This design comes from an exercise in tuning for small area and a short achievable clock period on the open sky130 flow, not from production work. The RTL was checked by simulation tests, not by an equivalence proof against the original design. No activity file was given, so power comes from the tool's default toggle rates.

==> flow/design.v <==
`timescale 1ns / 1ps
module RAM_B(input clka,input wea,input [31:0]line,input a0,input [31:0]dina,
output [31:0]douta);
wire [31:0] q [0:63];
genvar g;
generate
  for (g = 0; g < 64; g = g + 1) begin : w
    reg [31:0] d;
    always @(posedge clka)
      if (wea && line[g/2] && (a0 == g%2))
        d <= dina;
    assign q[g] = d;
  end
endgenerate
genvar b, j;
generate
  for (b = 0; b < 32; b = b + 1) begin : rb
    wire [31:0] ce, co;
    for (j = 0; j < 32; j = j + 1) begin : c
      assign ce[j] = q[2*j][b];
      assign co[j] = q[2*j+1][b];
    end
    MEM_MUX64 m(.s(line), .de(ce), .dod(co), .a0(a0), .y(douta[b]));
  end
endgenerate
endmodule
module MEM_MUX64(input [31:0] s, input [31:0] de, input [31:0] dod, input a0, output y);
wire [3:0] en, on;
genvar k;
generate
  for (k = 0; k < 4; k = k + 1) begin : g
    MUX8N ge(.s(s[8*k+7:8*k]), .d(de[8*k+7:8*k]), .yn(en[k]));
    MUX8N go(.s(s[8*k+7:8*k]), .d(dod[8*k+7:8*k]), .yn(on[k]));
  end
endgenerate
wire ye, yo;
MEM_NAND4 ne(.a(en), .y(ye));
MEM_NAND4 no(.a(on), .y(yo));
MEM_MUX2 m(.s(a0), .a(yo), .b(ye), .y(y));
endmodule
module MEM_NAND4(input [3:0] a, output y);
assign y = ~&a;
endmodule
module MEM_MUX2(input s, input a, input b, output y);
assign y = s ? a : b;
endmodule
`timescale 1ns / 1ps
module ALU(
  input  [31:0] A, B,    
  input  [31:0] Br,
  input  use_imm,
  input  op_add, op_sub, op_and, op_or, op_xor, op_xnor, op_sltu, op_shl,
  output [31:0] F,
  output ZF, OF,
  output eq,           
  output [31:0] mline,   
  output ma0             
);
wire sub = op_sub;
wire [31:0] Bx = B ^ {32{sub}};
wire [31:0] S;
ALU_ADD add_u(.A(A), .B(Bx), .ci(sub), .S(S));
wire lt_r, lt_i, lt;
ALU_LTU lt_u(.A(A), .B(Br), .lt(lt_r));
ALU_LTI lti_u(.A(A), .imm(B[15:0]), .lt(lt_i));
ALU_SEL2 lt_s(.s(use_imm), .a(lt_i), .b(lt_r), .y(lt));
wire ovf = (A[31] == Bx[31]) & (S[31] != A[31]);
wire [31:0] x = A ^ B;
wire [31:0] o = A | B;
wire [31:0] a = A & B;
wire [31:0] sh;
ALU_SHL sh_u(.A(A), .B(Br), .sh(sh));
assign F = ({32{op_add | op_sub}} & S) |
           ({32{op_and}} & a) |
           ({32{op_or}}  & o) |
           ({32{op_xor}} & x) |
           ({32{op_xnor}} & ~x) |
           ({32{op_shl}} & sh) |
           {31'd0, op_sltu & lt};
assign eq = (A == Br);
wire arith = op_add | op_sub;
wire [5:0] dx = A[5:0] ^ Bx[5:0];
wire [5:0] dg = A[5:0] & Bx[5:0];
wire [5:0] dp = A[5:0] | Bx[5:0];
wire c1 = sub ? (A[0] | ~B[0]) : (A[0] & B[0]);
wire [5:0] B_lo = Br[5:0];
wire [5:0] sh_lo = ~|A[31:3] ? (B_lo << A[2:0]) : 6'd0;
wire [5:0] Fn = ({6{op_and}} & a[5:0]) | ({6{op_or}} & o[5:0]) |
                ({6{op_xor}} & x[5:0]) | ({6{op_xnor}} & ~x[5:0]) |
                ({6{op_shl}} & sh_lo);
genvar k;
generate
  for (k = 0; k < 32; k = k + 1) begin : ml
    wire [5:1] kb = k;
    wire t1 = (dx[1] ^ kb[1]) == c1;
    wire t2 = (kb[1] ? dg[1] : dp[1]) == (dx[2] ^ kb[2]);
    wire t3 = (kb[2] ? dg[2] : dp[2]) == (dx[3] ^ kb[3]);
    wire t4 = (kb[3] ? dg[3] : dp[3]) == (dx[4] ^ kb[4]);
    wire t5 = (kb[4] ? dg[4] : dp[4]) == (dx[5] ^ kb[5]);
    assign mline[k] = arith ? (t1 & t2 & t3 & t4 & t5) : (Fn[5:1] == k);
  end
endgenerate
wire ma0_o = arith ? x[0] : Fn[0];
MA0_SEL ma0_s(.op_sltu(op_sltu), .use_imm(use_imm), .lt_r(lt_r), .lt_i(lt_i), .o(ma0_o), .ma0(ma0));
wire z_add = (x == {o[30:0], 1'b0});
wire z_and = ~|a;
wire z_or  = ~|o;
wire z_xor = ~|x;
wire z_xnor = &x;
wire z_shl = ~|sh;
assign ZF = (op_add & z_add) | (op_sub & eq) | (op_and & z_and) | (op_or & z_or) |
            (op_xor & z_xor) | (op_xnor & z_xnor) | (op_sltu & ~lt) | (op_shl & z_shl);
assign OF = (op_add | op_sub) & ovf;
endmodule
module ALU_ADD(input [31:0] A, input [31:0] B, input ci, output [31:0] S);
wire [32:0] s33 = {A, 1'b1} + {B, ci};
assign S = s33[32:1];
endmodule
module ALU_LTU(input [31:0] A, input [31:0] B, output lt);
wire [31:0] l0 = ~A & B;
wire [31:0] e0 = ~(A ^ B);
wire [15:0] l1, e1;
wire [7:0] l2, e2;
wire [3:0] l3, e3;
wire [1:0] l4, e4;
genvar i;
generate
  for (i = 0; i < 16; i = i + 1) begin : t1
    assign l1[i] = l0[2*i+1] | (e0[2*i+1] & l0[2*i]);
    assign e1[i] = e0[2*i+1] & e0[2*i];
  end
  for (i = 0; i < 8; i = i + 1) begin : t2
    assign l2[i] = l1[2*i+1] | (e1[2*i+1] & l1[2*i]);
    assign e2[i] = e1[2*i+1] & e1[2*i];
  end
  for (i = 0; i < 4; i = i + 1) begin : t3
    assign l3[i] = l2[2*i+1] | (e2[2*i+1] & l2[2*i]);
    assign e3[i] = e2[2*i+1] & e2[2*i];
  end
  for (i = 0; i < 2; i = i + 1) begin : t4
    assign l4[i] = l3[2*i+1] | (e3[2*i+1] & l3[2*i]);
    assign e4[i] = e3[2*i+1] & e3[2*i];
  end
endgenerate
assign lt = l4[1] | (e4[1] & l4[0]);
endmodule
module ALU_SHL(input [31:0] A, input [31:0] B, output [31:0] sh);
wire big = |A[31:5];
assign sh = big ? 32'd0 : (B << A[4:0]);
endmodule
module ALU_LTI(input [31:0] A, input [15:0] imm, output lt);
assign lt = ~|A[31:16] & (A[15:0] < imm);
endmodule
module ALU_SEL2(input s, input a, input b, output y);
assign y = s ? a : b;
endmodule
module MA0_SEL(input op_sltu, input use_imm, input lt_r, input lt_i, input o, output ma0);
assign ma0 = op_sltu ? (use_imm ? lt_i : lt_r) : o;
endmodule
`timescale 1ns / 1ps
module Register_file(
  input  [4:0]  R_Addr_A,
  input  [4:0]  R_Addr_B,
  input  [4:0]  W_Addr,
  input         Write_Reg,
  input  [31:0] W_Data,
  input         Clk,
  input         Reset,
  output [31:0] R_Data_A,
  output [31:0] R_Data_B
);
reg [31:1] valid;
wire [31:0] q [0:31];
assign q[0] = 32'd0;
genvar g;
generate
  for (g = 1; g < 32; g = g + 1) begin : r
    wire we = Write_Reg & (W_Addr == g);
    reg [31:0] d;
    always @(posedge Clk)
      if (we)
        d <= W_Data;
    always @(posedge Clk or posedge Reset)
      if (Reset)
        valid[g] <= 1'b0;
      else if (we)
        valid[g] <= 1'b1;
    assign q[g] = d;
  end
endgenerate
wire [31:1] sa, sb;
RF_DEC dec_a(.addr(R_Addr_A), .valid(valid), .s(sa));
RF_DEC dec_b(.addr(R_Addr_B), .valid(valid), .s(sb));
genvar b, j;
generate
  for (b = 0; b < 32; b = b + 1) begin : rb
    wire [30:0] col;
    for (j = 1; j < 32; j = j + 1) begin : c
      assign col[j-1] = q[j][b];
    end
    wire ya, yb;
    RF_MUX31 ma(.s(sa), .d(col), .y(ya));
    RF_MUX31 mb(.s(sb), .d(col), .y(yb));
    assign R_Data_A[b] = ya;
    assign R_Data_B[b] = yb;
  end
endgenerate
endmodule
module RF_MUX31(input [30:0] s, input [30:0] d, output y);
wire [3:0] yn;
MUX8N g0(.s(s[7:0]),   .d(d[7:0]),   .yn(yn[0]));
MUX8N g1(.s(s[15:8]),  .d(d[15:8]),  .yn(yn[1]));
MUX8N g2(.s(s[23:16]), .d(d[23:16]), .yn(yn[2]));
MUX7N g3(.s(s[30:24]), .d(d[30:24]), .yn(yn[3]));
assign y = ~&yn;
endmodule
module MUX8N(input [7:0] s, input [7:0] d, output yn);
wire [1:0] u;
RF_AO4 g0(.s(s[3:0]), .d(d[3:0]), .y(u[0]));
RF_AO4 g1(.s(s[7:4]), .d(d[7:4]), .y(u[1]));
RF_NOR2 o0(.a(u[0]), .b(u[1]), .y(yn));
endmodule
module MUX7N(input [6:0] s, input [6:0] d, output yn);
wire [1:0] u;
RF_AO4 g0(.s(s[3:0]), .d(d[3:0]), .y(u[0]));
RF_AO3 g1(.s(s[6:4]), .d(d[6:4]), .y(u[1]));
RF_NOR2 o0(.a(u[0]), .b(u[1]), .y(yn));
endmodule
module RF_AO4(input [3:0] s, input [3:0] d, output y);
assign y = (s[0] & d[0]) | (s[1] & d[1]) | (s[2] & d[2]) | (s[3] & d[3]);
endmodule
module RF_AO3(input [2:0] s, input [2:0] d, output y);
assign y = (s[0] & d[0]) | (s[1] & d[1]) | (s[2] & d[2]);
endmodule
module RF_NOR2(input a, input b, output y);
assign y = ~(a | b);
endmodule
module RF_DEC(input [4:0] addr, input [31:1] valid, output [31:1] s);
wire [4:0] na = ~addr;
wire [7:0] hn;
wire [31:1] ln;
genvar h, g;
generate
  for (h = 0; h < 8; h = h + 1) begin : hi
    RF_NAND3 n(.a(h[2] ? addr[4] : na[4]), .b(h[1] ? addr[3] : na[3]),
               .c(h[0] ? addr[2] : na[2]), .y(hn[h]));
  end
  for (g = 1; g < 32; g = g + 1) begin : lo
    RF_NAND3 n(.a(g[1] ? addr[1] : na[1]), .b(g[0] ? addr[0] : na[0]),
               .c(valid[g]), .y(ln[g]));
    RF_NOR2 o(.a(hn[g/4]), .b(ln[g]), .y(s[g]));
  end
endgenerate
endmodule
module RF_NAND3(input a, input b, input c, output y);
assign y = ~(a & b & c);
endmodule
`timescale 1ns / 1ps
module OP_YIMA(
  input  [31:0] inst,
  output op_add, op_sub, op_and, op_or, op_xor, op_xnor, op_sltu, op_shl,
  output use_imm,      
  output imm_sext,     
  output Write_Reg,
  output w_rt,         
  output w_31,         
  output wd_mem,       
  output wd_pc4,       
  output Mem_Write,
  output is_jr, is_beq, is_bne, is_jmp
);
wire [5:0] op = inst[31:26];
wire [5:0] fn = inst[5:0];
wire rtype  = (op == 6'b000000);
wire r_add  = rtype & (fn == 6'b100000);
wire r_sub  = rtype & (fn == 6'b100010);
wire r_and  = rtype & (fn == 6'b100100);
wire r_or   = rtype & (fn == 6'b100101);
wire r_xor  = rtype & (fn == 6'b100110);
wire r_xnor = rtype & (fn == 6'b100111);
wire r_sltu = rtype & (fn == 6'b101011);
wire r_sllv = rtype & (fn == 6'b000100);
wire r_jr   = rtype & (fn == 6'b001000);
wire i_grp  = (op[5:3] == 3'b001);
wire i_addi = (op == 6'b001000);
wire i_andi = (op == 6'b001100);
wire i_xori = (op == 6'b001110);
wire i_sltiu= (op == 6'b001011);
wire lw     = (op == 6'b100011);
wire sw     = (op == 6'b101011);
wire beq    = (op == 6'b000100);
wire bne    = (op == 6'b000101);
wire jal    = (op == 6'b000011);
wire jmp    = (op[5:1] == 5'b00001);
assign op_sub  = r_sub | beq | bne;
assign op_and  = r_and | i_andi;
assign op_or   = r_or;
assign op_xor  = r_xor | i_xori;
assign op_xnor = r_xnor;
assign op_sltu = r_sltu | i_sltiu;
assign op_shl  = r_sllv;
assign op_add  = ~(op_sub | op_and | op_or | op_xor | op_xnor | op_sltu | op_shl);
assign use_imm = i_grp | lw | sw;
assign imm_sext = i_addi | lw | sw;
assign Write_Reg = r_add | r_sub | r_and | r_or | r_xor | r_xnor | r_sltu | r_sllv |
                   i_addi | i_andi | i_xori | i_sltiu | lw | jal;
assign w_rt = ~rtype;
assign w_31 = jal;
assign wd_mem = lw;
assign wd_pc4 = jal;
assign Mem_Write = sw;
assign is_jr = r_jr;
assign is_beq = beq;
assign is_bne = bne;
assign is_jmp = jmp;
endmodule
`timescale 1ns / 1ps
module pc(input clk,input rst,input is_jr,input take_br,input is_jmp,
input [31:0]R_Data_A,input [15:0]imm,input [25:0]address,
output [31:0]PC_new,output reg [31:0]PC);
wire [32:2] ic;
assign ic[2] = 1'b1;
genvar i;
generate
  for (i = 2; i < 32; i = i + 1) begin : inc
    assign PC_new[i] = PC[i] ^ ic[i];
    assign ic[i+1] = PC[i] & ic[i];
  end
endgenerate
assign PC_new[1:0] = PC[1:0];
wire [18:2] bc;
wire [17:2] bl;
assign bc[2] = 1'b1;
generate
  for (i = 2; i < 18; i = i + 1) begin : lo
    wire a = PC[i];
    wire b = imm[i-2];
    assign bl[i] = a ^ b ^ bc[i];
    assign bc[i+1] = (a & b) | (bc[i] & (a ^ b));
  end
endgenerate
wire [32:18] pc1, mc1;
wire [31:18] hp, hm;
assign pc1[18] = 1'b1;
assign mc1[18] = 1'b1;
generate
  for (i = 18; i < 32; i = i + 1) begin : hi
    assign hp[i] = PC[i] ^ pc1[i];
    assign pc1[i+1] = PC[i] & pc1[i];
    assign hm[i] = PC[i] ^ mc1[i];
    assign mc1[i+1] = ~PC[i] & mc1[i];
  end
endgenerate
wire [31:18] bh = (imm[15] == bc[18]) ? PC[31:18] : (bc[18] ? hp : hm);
wire [31:0] br = {bh, bl, PC[1:0]};
always@(posedge clk or posedge rst)
begin
  if(rst)
     PC<=32'h00000000;
  else if(is_jr)
     PC<=R_Data_A;
  else if(take_br)
     PC<=br;
  else if(is_jmp)
     PC<={PC_new[31:28],address,2'b00};
  else
     PC<=PC_new;
end
endmodule
`timescale 1ns / 1ps
module TOP_RIJ_CPU(input rst,input clk,input [31:0]Inst_code,output ZF,
output OF,output [31:0]F,output [31:0]M_R_Data,output [31:0]PC);
wire op_add, op_sub, op_and, op_or, op_xor, op_xnor, op_sltu, op_shl;
wire use_imm, imm_sext, Write_Reg, w_rt, w_31, wd_mem, wd_pc4, Mem_Write;
wire is_jr, is_beq, is_bne, is_jmp;
wire [4:0] rs = Inst_code[25:21];
wire [4:0] rt = Inst_code[20:16];
wire [4:0] rd = Inst_code[15:11];
wire [15:0] imm = Inst_code[15:0];
wire [31:0] R_Data_A, R_Data_B, PC_new;
wire eq;
wire [31:0] mline;
wire ma0;
OP_YIMA op(.inst(Inst_code), .op_add(op_add), .op_sub(op_sub), .op_and(op_and),
  .op_or(op_or), .op_xor(op_xor), .op_xnor(op_xnor), .op_sltu(op_sltu), .op_shl(op_shl),
  .use_imm(use_imm), .imm_sext(imm_sext), .Write_Reg(Write_Reg), .w_rt(w_rt), .w_31(w_31),
  .wd_mem(wd_mem), .wd_pc4(wd_pc4), .Mem_Write(Mem_Write),
  .is_jr(is_jr), .is_beq(is_beq), .is_bne(is_bne), .is_jmp(is_jmp));
wire [4:0] W_Addr = w_31 ? 5'd31 : (w_rt ? rt : rd);
wire [31:0] W_Data = wd_pc4 ? PC_new : (wd_mem ? M_R_Data : F);
Register_file R_connect(rs, rt, W_Addr, Write_Reg, W_Data, clk, rst, R_Data_A, R_Data_B);
wire [31:0] ALU_B = use_imm ? {{16{imm_sext & imm[15]}}, imm} : R_Data_B;
ALU ALU_connect(.A(R_Data_A), .B(ALU_B), .Br(R_Data_B), .use_imm(use_imm), .op_add(op_add), .op_sub(op_sub), .op_and(op_and),
  .op_or(op_or), .op_xor(op_xor), .op_xnor(op_xnor), .op_sltu(op_sltu), .op_shl(op_shl),
  .F(F), .ZF(ZF), .OF(OF), .eq(eq), .mline(mline), .ma0(ma0));
wire take_br = (is_beq & eq) | (is_bne & ~eq);
pc pc_connect(.clk(clk), .rst(rst), .is_jr(is_jr), .take_br(take_br), .is_jmp(is_jmp),
  .R_Data_A(R_Data_A), .imm(imm), .address(Inst_code[25:0]), .PC_new(PC_new), .PC(PC));
RAM_B Data_Mem(.clka(clk), .wea(Mem_Write), .line(mline), .a0(ma0), .dina(R_Data_B), .douta(M_R_Data));
endmodule
==> flow/flow/run.sh <==
#!/bin/bash
set -euo pipefail
export BUFFER_PORTS_ARGS="-buffer_cell sky130_fd_sc_hd__buf_4"
export CTS_ARGS="-sink_clustering_enable -repair_clock_nets -dont_use_dummy_load -sink_clustering_size 25 -sink_clustering_max_diameter 80"
export MAX_REPAIR_ANTENNAS_ITER_DRT=8
bash standard.sh > standard.log 2>&1
==> flow/standard.sh <==
#!/bin/bash
# synth_recipe.tcl (not shown) runs the flow's synth.tcl, then flattens the netlist and writes it again
# the make line also repeats each setting of config.mk as NAME=value (left out here)
make -C /OpenROAD-flow-scripts/flow DESIGN_CONFIG=/design/flow/config.mk WORK_HOME=/design/flow/orfs CLKGATE_MAP_FILE= SYNTH_SCRIPT=/design/flow/synth_recipe.tcl "${@:-finish}"
==> flow/config.mk <==
export PLATFORM = sky130hd
export DESIGN_NAME = TOP_RIJ_CPU
export DESIGN_NICKNAME = TOP_RIJ_CPU
export VERILOG_FILES = /design/flow/design.v
export SDC_FILE = /design/flow/constraint.sdc
export NUM_CORES = 4
export LEC_CHECK = 0
export CAP_MARGIN = 20
export CORE_MARGIN = 2
export CORE_UTILIZATION = 60
export PLACE_DENSITY = 0.66
export SETUP_SLACK_MARGIN = 3.0
export SLEW_MARGIN = 20
export SYNTH_HIERARCHICAL = 1
export SYNTH_MINIMUM_KEEP_SIZE = 0
export TNS_END_PERCENT = 10
==> flow/constraint.sdc <==
create_clock -name core_clock -period 14.0 [get_ports {clk}]
set_input_delay 2.8000 -clock core_clock [delete_from_list [all_inputs] [get_ports {clk}]]
set_output_delay 2.8000 -clock core_clock [all_outputs]
set_load 0.01 [all_outputs]
==> metrics.md, run 1 <==
| Metric | Value |
|---|---|
| Cell Area, Synth | 130,000 sq um |
| Drt initial violations | 18,600 |
| Unrepaired setup endpoints after global routing | yes |
| Predominant post-synthesis flop cell | edfxtp_1 |
| Worst IR drop on VDD | 0.157 mV |
| Reg2Reg Setup Slack | 5.77 ns |
| Syn Area/Cell | 14.5 sq um |
| DR vias | 93,000 |
| Routed Antenna Nets | 0 |
| Fin crit share | 81.8% |
| Hold_buf cts | 0 |
| Max stage delay on crit path | 0.50 ns |
| GRT Resource Usage Total | 45.0% |
| Largest cells by area after synthesis | edfxtp_1, a22oi_1, nand2_1 |
| Reg2reg end | pc_connect.PC[28] |
| Final Util | 68.4% |
| Worst-path fanout max | 66 |
| Top cells by count, synth | edfxtp_1, a22oi_1, nand2_1 |
| Layout area overhead | 13.6% |
| RD Place Congestion | 1.03 |
| Top-count cell post-synth | edfxtp_1 |
| Core Area | 217,000 sq um |
| First-pass GRT wire length | 688,000 microns |
| Relative slew margins | 19.2% |
| Post-Layout Cell Count | 12,700 |
| Fin crit period | 11.46 ns |
| M2 GR Usage | 62.1% |
| Crit-path slowest cell | a222oi_1 |
| Hold WC Path Type | reg2reg |
| Req. time, crit path | 11.20 ns |
| TritonCTS clock tree | yes |
| H-tree depth | 4 |
| Worst slew pin tran | 1.21 ns |
| Clock transition at path regs | 0.08 ns |
| Yosys reg bits | 3,103 |
| Post-Syn Instances | 9,008 |
| RR Startpoint | pc_connect.PC[2] |
| Sequential-to-total area share from yosys stat | 71.2% |
| Startpoint Class | primary input |
| Yosys warning total | 9 |
| Via density | 7.34 |
| Pwr/cell area | 139 nW/um^2 |
| Async SR Flop Fraction | 2.03% |
| DR DRC count | 0 |
| CTS max path bufs | 3 |
| Vias in the first global route | 85,600 |
| Initial Util | 60.2% |
| Worst Path Buf+Inv | 8 |
| Nets | 10,000 |
| Total gr overflow | 0 |
| Final hold slack | 0.513 ns |
| Post-route cell area | 148,000 sq um |
| Leak | 52.5 nW |
| HPWL Detailed | 325,000 microns |
| Yosys top cell area share | 70.0% |
| Pre-CTS setup slack | 0.861 ns |
| Max-Cap Viols | 0 |
| Setup violators final | 0 |
| Worst hold path depth | 1 |
| DRT Pass-1 Iters | 10 |
| Area post-placement | 138,000 sq um |
| DRT Wirelength | 506,000 microns |
| Die area | 221,000 sq um |
| Largest delay share family, worst path | simple AND/OR/NAND/NOR gates |
| Met3 Use GR | 18.3% |
| Worst Slack Setup Final | 2.54 ns |
| Final hold violation count | 0 |
| Layout cell share with drive strength beyond 1 | 17.6% |
| Clock skew | 0.130 ns |
| Status | complete, no violations |
| Setup TNS | 0 ns |
| F_max | 87.3 MHz |
| HP Start | R_connect.valid[28] |
| Dpl cells | 12,200 |
| Setup CP Type | in2out |
| Grt met1 use | 61.1% |
| Power Total | 20.6 mW |
| Cts bufs inserted | 151 |
| Initial antenna violation count | 54 |
| Rows | 171 |
| Critical Path AT | 8.66 ns |
| Stages on worst setup path | 25 |
| Post-synthesis cell type count | 105 |
| Chip Width | 470 microns |
| Die height | 470 microns |
| Ports | 132 |
| Register-to-Register Path Depth | 25 |
| Port-buffer cells | 131 |
| Syn_nets | 9,237 |
| Routed len/inst | 39.9 microns |
| EDFF count, synth | 3,040 |
| Slew Viols, Final | 0 |
| Crit end category | output pin |
| Clock latency on the worst-skew pair | 0.90 ns |
| Worst hold endpoint | R_connect.valid[28] |
| Clock Sink Count | 3,103 |
| CTS Root Buffer Type | clkbuf_16 |
| Top Usage Layer GRT | met2 |
| Largest net degree at the start of global routing | 69 |
| Leading area contributor after synthesis | edfxtp_1 |
==> worst max-delay path by stage <==
stage              endpoint  slack (ns)     startpoint
3_3_place_gp   M_R_Data[15]        0.67  Inst_code[22]
6_report       M_R_Data[15]        2.54  Inst_code[17]
3_5_place_dp   M_R_Data[15]        0.86  Inst_code[17]
2_1_floorplan   M_R_Data[0]        3.02  Inst_code[17]
5_1_grt               F[31]        2.67  Inst_code[18]
4_1_cts        M_R_Data[15]        2.98  Inst_code[23]
==> state kept, by name (all words and copies together), names as in the netlist <==
register         cells
pc_connect.PC       32
Data_Mem.w.d      2048
R_connect.valid     31
R_connect.r.d      992
==> per-module statistics from Yosys (local to each module, per instance), excerpt <==
| module | cell area (sq um) | flip-flops and latches |
|---|---|---|
| RF_AO3 | 13.8 | 0 |
| ALU_SHL | 1650 | 0 |
| RF_NAND3 | 5.00 | 0 |
| ALU_ADD | 1670 | 0 |
| OP_YIMA | 345 | 0 |
| RAM_B | 62100 | 2048 |
| RF_NOR2 | 3.75 | 0 |
| MA0_SEL | 18.8 | 0 |
==> what timing repair did <==
action	4_1_cts	5_1_grt
setup buffers	275	19
hold endpoints to repair	0	0
endpoints found under the setup margin	66	52
gates resized for setup	606	79
pin swaps	182	48
gates cloned	33	2
==> metal layers <==
metal | vias to the layer above | wire, microns
li1 | 37500 | -
met1 | 46200 | 174000
met2 | 7943 | 209000
met3 | 1393 | 87100
met4 | 40 | 35300
met5 | - | 512
==> logic make-up after synthesis <==
| family | after synthesis | share of synthesized area [%] |
|---|---|---|
| mux | 183 | 1.68 |
| compound gates | 2485 | 14.2 |
| flops | 3103 | 71.2 |
| xor+xnor | 146 | 0.981 |
| buf+inv | 482 | 1.77 |
| simple gates | 2414 | 8.14 |
| fa+ha+maj | 195 | 1.96 |
==> layout make-up <==
| type | count | area [sq um] |
|---|---|---|
| sequential | 3103 | 92900 |
| fill | 14800 | 68400 |
| multi-input combinational | 5435 | 38800 |
| timing repair buffer | 833 | 7960 |
| clock buffer | 151 | 3780 |
| tap | 2854 | 3570 |
| inverter | 271 | 1060 |
| antenna | 25 | 62.6 |
==> cell usage in the layout, fill, tap and decap left out, types with 26 or more instances in the layout <==
master	count
a21oi_1	82
nor2_1	438
dfrtp_1	63
o21ai_0	80
xor2_1	85
mux2_2	32
o22ai_1	36
clkbuf_16	153
nor2_4	179
and3b_2	31
o21ai_2	34
a22oi_1	1907
a22oi_2	26
o21bai_1	32
nor2_2	111
mux2_4	48
xnor2_1	43
nand4_1	176
inv_1	257
o32ai_4	33
nand3_1	98
a222oi_1	101
ha_1	170
nand2_1	1058
nand2_2	52
buf_6	44
mux2i_1	93
edfxtp_1	3040
nor4_1	46
buf_4	687
buf_12	62
==> worst register-to-register path: cells and delay by family, from the launching register on <==
family / cells / cell delay, ns
flops: 1 / 0.45
fa+ha+maj: 16 / 6.07
buf+inv: 5 / 0.53
xor+xnor: 1 / 0.41
simple gates: 3 / 0.71
==> power by group <==
group	internal (mW)	switching [mW]	leakage (nW)
clock network	1.93	2.77	1.86
registers	10.5	0.116	28.9
logic	1.46	3.75	21.8
==> run 2, diff against run 1 <==
--- a/flow/config.mk
+++ b/flow/config.mk
@@ -7,8 +7,8 @@
 export LEC_CHECK = 0
 export CAP_MARGIN = 20
 export CORE_MARGIN = 2
-export CORE_UTILIZATION = 60
-export PLACE_DENSITY = 0.66
+export CORE_UTILIZATION = 65
+export PLACE_DENSITY = 0.7
 export SETUP_SLACK_MARGIN = 3.0
 export SLEW_MARGIN = 20
 export SYNTH_HIERARCHICAL = 1
==> run 2 against run 1 <==
Compared with the run above:
- sequential power about the same
- register-to-register slack got worse by 0.11 ns
- cell count decreased by 1.5%
- sequential share of layout area decreased by 0.34 points
- critical path depth unchanged
- setup slack got worse by 0.0092 ns
- largest cell class unchanged
- still clean on timing, DRC and antenna
- synthesized cell count unchanged
==> metrics.md, run 2 <==
| Metric | Value |
|---|---|
| Final Util | 74.7% |
| Chip Width | 452 microns |
| Clock skew | 0.115 ns |
| Vias in the first global route | 87,100 |
| Routed len/inst | 40.6 microns |
| Req. time, crit path | 11.20 ns |
| Post-route cell area | 149,000 sq um |
| Clock latency on the worst-skew pair | 0.87 ns |
| Core Area | 199,000 sq um |
| HPWL Detailed | 311,000 microns |
| Crit end category | output pin |
| Die area | 204,000 sq um |
| Leading area contributor after synthesis | edfxtp_1 |
| Unrepaired setup endpoints after global routing | yes |
| Fin crit share | 81.9% |
| Syn Area/Cell | 14.5 sq um |
| Post-synthesis cell type count | 105 |
| Die height | 452 microns |
| Cell Area, Synth | 130,000 sq um |
| Yosys reg bits | 3,103 |
| Fin crit period | 11.47 ns |
| Sequential-to-total area share from yosys stat | 71.2% |
| Hold_buf cts | 0 |
| Layout cell share with drive strength beyond 1 | 18.2% |
| Largest net degree at the start of global routing | 73 |
| Worst-path fanout max | 66 |
| Setup CP Type | in2out |
| Syn_nets | 9,237 |
| Pwr/cell area | 138 nW/um^2 |
| Most frequent cells in the layout | edfxtp_1, a22oi_1, nand2_1 |
| Initial Util | 65.3% |
| H-tree depth | 4 |
| DRT Wirelength | 507,000 microns |
| Yosys warning total | 9 |
| Max-Cap Viols | 0 |
| Critical Path AT | 8.67 ns |
| Drt initial violations | 20,800 |
| Leak | 52.8 nW |
| DRT Pass-1 Iters | 12 |
| Dpl cells | 11,900 |
| Largest cells by area after synthesis | edfxtp_1, a22oi_1, nand2_1 |
| CTS Root Buffer Type | clkbuf_16 |
| Predominant post-synthesis flop cell | edfxtp_1 |
| DR vias | 95,900 |
| Rows | 164 |
| Post-Layout Cell Count | 12,500 |
| RD Place Congestion | 1.02 |
| Nets | 10,000 |
| Via density | 7.69 |
| DR DRC count | 0 |
| Commonest non-fill, non-tap cell in the layout | edfxtp_1 |
| Regs by FF count | Data_Mem.w.d x2048, R_connect.r.d x992, pc_connect.PC x32 |
| Setup violators final | 0 |
| Reg with most FFs | Data_Mem.w.d |
| F_max | 87.2 MHz |
| Total gr overflow | 0 |
| GRT Resource Usage Total | 48.0% |
| CTS max path bufs | 3 |
| Cts bufs inserted | 151 |
| Status | complete, no violations |
| Startpoint Class | primary input |
| Layout area overhead | 14.3% |
| Final hold violation count | 0 |
| TritonCTS clock tree | yes |
| Worst slew pin tran | 1.24 ns |
| Setup TNS | 0 ns |
| Slew Viols, Final | 0 |
| Pre-CTS setup slack | 0.529 ns |
| Clock Sink Count | 3,103 |
| Top-count cell post-synth | edfxtp_1 |
| Port-buffer cells | 131 |
| Worst Slack Setup Final | 2.53 ns |
| Routed Antenna Nets | 0 |
| Power Total | 20.6 mW |
| Initial antenna violation count | 55 |
| Worst IR drop on VDD | 0.130 mV |
| Clock transition at path regs | 0.10 ns |
| First-pass GRT wire length | 680,000 microns |
| Final hold slack | 0.536 ns |
| Hold WC Path Type | reg2reg |
| Number of flip-flops in the largest register | 2,048 |
| Post-Syn Instances | 9,008 |
| Yosys top cell area share | 70.0% |
| Ports | 132 |
| Area post-placement | 138,000 sq um |
| Top cells by count, synth | edfxtp_1, a22oi_1, nand2_1 |
| EDFF count, synth | 3,040 |
| Async SR Flop Fraction | 2.03% |
| Relative slew margins | 17.1% |
run 2: cell counts after synthesis:
No cell type changed its count.
run 2: modules after synthesis (local to each module, per instance), a selection:
module     cells  area, sq um  flops+latches
pc           350         3110             32
ALU_SEL2       1         15.0              0
RF_NAND3       1         5.00              0
RAM_B       2125        62100           2048
RF_DEC         5         18.8              0
RF_MUX31       1         6.26              0
MEM_NAND4      1         6.26              0
MEM_MUX2       1         15.0              0
ALU_SHL      245         1650              0
ALU_LTU      106          781              0
MA0_SEL        3         18.8              0
ALU          647         4670              0
RF_AO3         2         13.8              0
ALU_ADD      235         1670              0
RF_NOR2        1         3.75              0
run 2: where the power goes:
| part | internal (mW) | switching [mW] |
|---|---|---|
| Combinational | 1.50 | 3.73 |
| Clock | 1.93 | 2.77 |
| Sequential | 10.5 | 0.108 |
| Total | 14.0 | 6.61 |
run 2: worst paths after layout:
kind                                     start             endpoint  slack [ns]  cells past startpoint
hold / removal             R_connect.valid[27]  R_connect.valid[27]        0.54                      1
max in group asynchronous                  rst     pc_connect.PC[3]       11.45                      3
setup reg to reg              pc_connect.PC[2]    pc_connect.PC[29]        5.66                     26
setup / recovery                 Inst_code[25]          M_R_Data[4]        2.53                     25
hold reg to reg            R_connect.valid[27]  R_connect.valid[27]        0.54                      1
min in group asynchronous                  rst  R_connect.valid[24]        2.09                      3
run 2: timing repair:
action	in CTS	in global routing
pin swaps	108	150
buffers inserted	210	81
gates cloned	37	24
setup endpoints to repair	63	59
resized for setup	444	360
run 2: metal layers:
metal,up-vias,share of wire [%],GRT usage (%)
met5,-,0.14,0.816
met4,56,7.5,26.6
met3,1868,19,21.6
met2,9423,41,65.9
met1,47000,32,63.9
li1,37500,-,-
run 2: logic make-up (layout without fill, tap and decap cells):
| family | after synthesis | count (layout) | share of synthesized area, % |
|---|---|---|---|
| AO/OA/AOI/OAI | 2485 | 2488 | 14.2 |
| other | 0 | 28 | 0 |
| multiplexers | 183 | 183 | 1.68 |
| XOR/XNOR | 146 | 146 | 0.981 |
| flip-flops | 3103 | 3103 | 71.2 |
| buffers and inverters | 482 | 1256 | 1.77 |
| AND/OR/NAND/NOR | 2414 | 2428 | 8.14 |
| adder cells (fa/ha/maj) | 195 | 195 | 1.96 |
run 2: final cells by class:
class                           count  area, sq um
Tap cell                         2656         3320
Fill cell                       12000        50500
Inverter                          271         1050
Antenna cell                       28         70.1
Sequential cell                  3103        92900
Multi-Input combinational cell   5440        39100
Timing Repair inverter              1         7.51
Clock buffer                      151         3780
Timing Repair Buffer              833         8720
run 2: worst max-delay path: stages:
cell,delay (ns)
buf_12,0.12
clkinvlp_4,0.22
nand3_4,0.24
nor2_4,0.17
buf_8,0.19
a22oi_1,0.22
nand2_1,0.13
nor2_4,0.19
nand4_1,0.14
buf_6,0.15
or4b_4,0.57
nor3_4,0.25
nand3_4,0.21
buf_4,0.22
o21ai_4,0.25
buf_4,0.17
nand4bb_2,0.31
o32ai_4,0.16
buf_12,0.20
a22oi_1,0.25
nand2_1,0.14
nor2_2,0.22
nand4_1,0.34
mux2_4,0.47
buf_4,0.17

afterwards: timing with drivers on the ports:
In the flow no input, the clock included, has a driving cell. The finished layouts below were timed again as built, in two steps.
Step 1: set_driving_cell puts a clkbuf_16 on clk and a buf_2 on each other input, an assumption about the parent block.
Step 2 moves the port delays by t, midway between the first and last clock arrival at a register: inputs arrive t later, outputs are due t later. That takes back most of the time a late clock gives input paths.
Slacks: no drivers / after step 1 / after step 2; pairs: no drivers / after step 1.
run | shift t [ns] | setup slack, ns | worst setup path after step 2
run 1 | 0.925 | 2.544 / 2.455 / 2.455 | input to output
run 2 | 0.922 | 2.534 / 2.441 / 2.441 | input to output
After both steps setup and hold are still met in every run listed. The setup slack of run 2, which loses most, moves by -0.093 ns with the drivers and by -0.093 ns with both steps.
